This design comes from an exercise in tuning for small area, a short achievable clock period and few clock cycles per item on the open sky130 flow, not from production work.
RTL that was checked went through simulation tests only; none was proved equivalent to the original.

run B:
## MCycle
module MCycle
#(
    parameter WIDTH = 32
)
(
    input CLK,
    input RESET,
    input Start,
    input [1:0] MCycleOp,
    input [WIDTH-1:0] Operand1,
    input [WIDTH-1:0] Operand2,
    output [WIDTH-1:0] Result,
    output Busy
);
clock: 6.5 ns
lec_check: 0
abc_area: 1
cap_margin: 10
core_margin: 2
core_utilization: 30
gpl_routability_driven: 1
setup_slack_margin: 2.9
slew_margin: 10
synth_hierarchical: 1
tns_end_percent: 10
run.sh (not shown) runs the stock make flow with config.mk's settings and CLKGATE_MAP_FILE= SYNTH_SCRIPT=/design/flow/synth_recipe.tcl, a recipe that flattens the netlist after the stock synthesis.
Run B: PASS, flow complete, no timing, DRC or antenna violations
Testbench counts of run B, summed over its fixed seeds: cycles 14,740, items 1,920.
Modified inputs, run A compared to run B
Settings: CAP_MARGIN now 20, was 10; CORE_UTILIZATION now 22, was 30; SETUP_SLACK_MARGIN now 3.1, was 2.9; SLEW_MARGIN now 20, was 10.
Results
Run B → run A: number of multi-input logic gates stayed essentially flat, post-route fraction of the period consumed by the critical path fell by 2.2 points, utilization fell by 8.5 points.
Run B → run A: number of cell instances on the worst register-to-register path increased 1, logic depth of the worst path, buffers included increased 1, maximum fanout encountered on the critical timing path decreased 1.

========
Another version of the RTL of MCycle (not shown whole).
Size in the first run: about 140 flip-flops, about 100 I/O pins, ~19000 um^2 of cells after synthesis.
make LEC_CHECK=0 ABC_AREA=1 CAP_MARGIN=20 CORE_MARGIN=2 CORE_UTILIZATION=30 GPL_ROUTABILITY_DRIVEN=1 SETUP_SLACK_MARGIN=2.9 SLEW_MARGIN=20 SYNTH_HIERARCHICAL=1 TNS_END_PERCENT=10 finish   # period 6.5 ns
The first run finished clean.
==> next run, changes <==
- SETUP_SLACK_MARGIN: 2.9 -> 2.6
Outcome: Area after synthesis does not change; die area does not change; count of clock-buffer cells in the layout is higher by 2; global-route usage grows by 0.28 points; wire length went up by 1.8%; cell area fell by 2.0%; core utilization fell by 0.72 points; sequential cell count does not change.
Function was not checked in any run of this note: the RTL went through the layout flow alone.

========
## alpha
MCycle with an RTL version that a note above also has.
Size: roughly 140 flip-flops, about 100 I/O pins, roughly 0.019 mm2 of cells after synthesis.
Settings: LEC_CHECK=0, ABC_AREA=1, CAP_MARGIN=20, CORE_MARGIN=2, CORE_UTILIZATION=18, GPL_ROUTABILITY_DRIVEN=1, SETUP_SLACK_MARGIN=2.9, SLEW_MARGIN=20, SYNTH_HIERARCHICAL=1, TNS_END_PERCENT=10; clock period 6.5 ns.
Testbench counts of alpha, summed over its fixed seeds: cycles 14,740, items 1,920.
Relative to alpha, the following input files were edited for beta:
Settings: swapping 2.9 for 2.8 in SETUP_SLACK_MARGIN; swapping 18 for 25 in CORE_UTILIZATION.
## What came out
- For the global-route usage, beta came in 5.5 points higher than alpha did.
- The higher routing usage on met2 came out of beta.
- On beta: worst-path maximum fanout is 2 higher than what alpha gave.
- Delta (beta minus alpha): area after detailed placement lost about 2.4%, maximum number of pins on one net before global-route repair lost about 23%, total negative slack neither gained nor lost much.
What gamma does differently from beta at the input level:
Settings: SETUP_SLACK_MARGIN: 2.8 -> 3.2; CORE_UTILIZATION: 25 -> 30.
==> results.txt <==
For beta, the highest-delay cell along the critical path was dfxtp_4, unlike gamma, where it was fa_1. Summary — cell total after placement, gamma relative to beta: lower, by 182. gamma: final-stage net count 0.41% above beta. beta → gamma: non-clock inverter count in the final layout -1.2%, setup slack +27 ps, clock skew ~0 delta.

========
## run 1
Starting RTL as in the previous note.
clock: 6.5 ns
lec_check: 0
abc_area: 1
cap_margin: 20
core_margin: 2
core_utilization: 30
gpl_routability_driven: 1
setup_slack_margin: 2.9
slew_margin: 20
synth_hierarchical: 1
tns_end_percent: 3
Testbench counts of run 1, summed over its fixed seeds: cycles 14,740, items 1,920.
--- input diff run 1..run 2 ---
Settings: a change of TNS_END_PERCENT from 3 to 10; a change of CORE_UTILIZATION from 30 to 40.
Findings:
The standard cells in run 2 occupy more silicon area than those in run 1 do.
Compared with run 1, in run 2 cell count shows a reduction of about 3.7%, post-detailed-route via-to-cell ratio shows an increase of about 9%.
Run 2: full flow OK, the timing, design-rule and antenna checks passed
Run 1 reports its last element of the critical path as R[12]$_DFF_P_ while run 2 reports neg_q$_DFF_P_.
What run 3 does differently from run 2 at the input level:
Settings: CORE_UTILIZATION: 40 -> 30.
[summary]
- Going from run 2 to run 3, layout inverter count without the clock tree shrinks by about 1%.
- Run 3 vs run 2 — first-pass GRT wire length dropped about 5%.
- Setup WNS run 2 -> run 3: worse
- Summary of the comparison: met3 demand-to-capacity share in global routing is lower in run 3, relative to run 2.
- Compared with run 2, run 3 shows a aggregate routed wire length that is 7.5% lower.
## Diff of input files: run 4 against run 3
Settings: CORE_UTILIZATION: 30 -> 22.
### Flow results
In run 4 relative to run 3, die height had gone up by more than 10%. Compared run 4 against run 3; via count within noise. Higher minimum period implied by the final worst setup slack among run 3 and run 4: run 3. Any difference in multi-input logic cell count between run 3 and run 4 is small enough to ignore. For run 4, the capture point of the critical path was R[23]$_DFF_P_, unlike run 3, where it was R[8]$_DFF_P_. Going from run 3 to run 4, final RePlAce weighted congestion increased about 2%; routed wire length increased 1.2%. Looking at utilization, run 4 sits 8.0 points below run 3. Changes observed in run 4 relative to run 3: number of nets in the finished design now larger, via count of the first global-routing pass now smaller. Relative to run 3, the area added between synthesis and finish of run 4 is higher by 7.1 points.

========
Starting RTL as in the previous note.
==> flow/config.mk <==
export PLATFORM = sky130hd
export DESIGN_NAME = MCycle
export DESIGN_NICKNAME = MCycle
export VERILOG_FILES = /design/flow/design.v
export SDC_FILE = /design/flow/constraint.sdc
export NUM_CORES = 4
export LEC_CHECK = 0
export ABC_AREA = 1
export CAP_MARGIN = 20
export CORE_MARGIN = 2
export CORE_UTILIZATION = 25
export GPL_ROUTABILITY_DRIVEN = 1
export SETUP_SLACK_MARGIN = 2.9
export SLEW_MARGIN = 20
export SYNTH_HIERARCHICAL = 1
export TNS_END_PERCENT = 10
==> flow/constraint.sdc <==
create_clock -name core_clock -period 6.5 [get_ports {CLK}]
set_input_delay 1.3000 -clock core_clock [delete_from_list [all_inputs] [get_ports {CLK}]]
set_output_delay 1.3000 -clock core_clock [all_outputs]
set_load 0.01 [all_outputs]
Testbench counts at the start, summed over its fixed seeds: cycles 14,740, items 1,920.
==> next run, changes <==
- CAP_MARGIN: 20 -> 10
- CORE_UTILIZATION: 25 -> 22
- SLEW_MARGIN: 20 -> 10
=> The new run went through all stages and came out clean; synthesized cell count is unchanged; global-route usage goes down by 2.5 points; via count goes up by 1.3%; final area goes up by 5.4%; flip-flop and latch count is unchanged; setup slack is better by 0.032 ns.

[port drivers added, routing unchanged]
In the flow no input, the clock included, has a driving cell. The finished layouts below were timed again as built, in two steps.
Step 1, drivers: a clkbuf_16 drives CLK and a buf_2 each remaining input, both assumed.
Step 2 adds t to the input delays and takes it off the output delays; t is the mean of the earliest and latest rising clock arrival at the registers after step 1. Input paths then give back, and output paths get back, about the clock's delay inside the block.
Slacks: no drivers / after step 1 / after step 2; pairs: no drivers / after step 1.
| run | t, ns | setup slack, ns | worst data-port slew with drivers (ns) |
|---|---|---|---|
| run B | 0.529 | 2.545 / 2.545 / 2.163 | 0.06 |
| run A | 0.539 | 2.685 / 2.685 / 2.225 | 0.07 |
| the first run of note 2 | 0.524 | 2.644 / 2.644 / 2.390 | 0.04 |
| the second run of note 2 | 0.533 | 2.523 / 2.558 / 2.025 | 0.04 |
| alpha | 0.537 | 2.545 / 2.545 / 2.125 | 0.10 |
| beta | 0.539 | 2.652 / 2.652 / 2.200 | 0.06 |
| gamma | 0.535 | 2.678 / 2.678 / 2.216 | 0.05 |
| run 1 | 0.534 | 2.573 / 2.573 / 2.131 | 0.06 |
| run 2 | 0.523 | 2.640 / 2.640 / 2.203 | 0.06 |
| run 3 | 0.528 | 2.558 / 2.558 / 2.176 | 0.06 |
| run 4 | 0.534 | 2.663 / 2.663 / 2.287 | 0.07 |
| the first run of note 5 | 0.525 | 2.632 / 2.665 / 2.140 | 0.05 |
| the second run of note 5 | 0.534 | 2.663 / 2.663 / 2.287 | 0.07 |
After both steps every run listed still meets setup and hold. For the second run of note 2, which loses most, drivers alone change the setup slack by +0.035 ns; drivers and shift together by -0.498 ns.
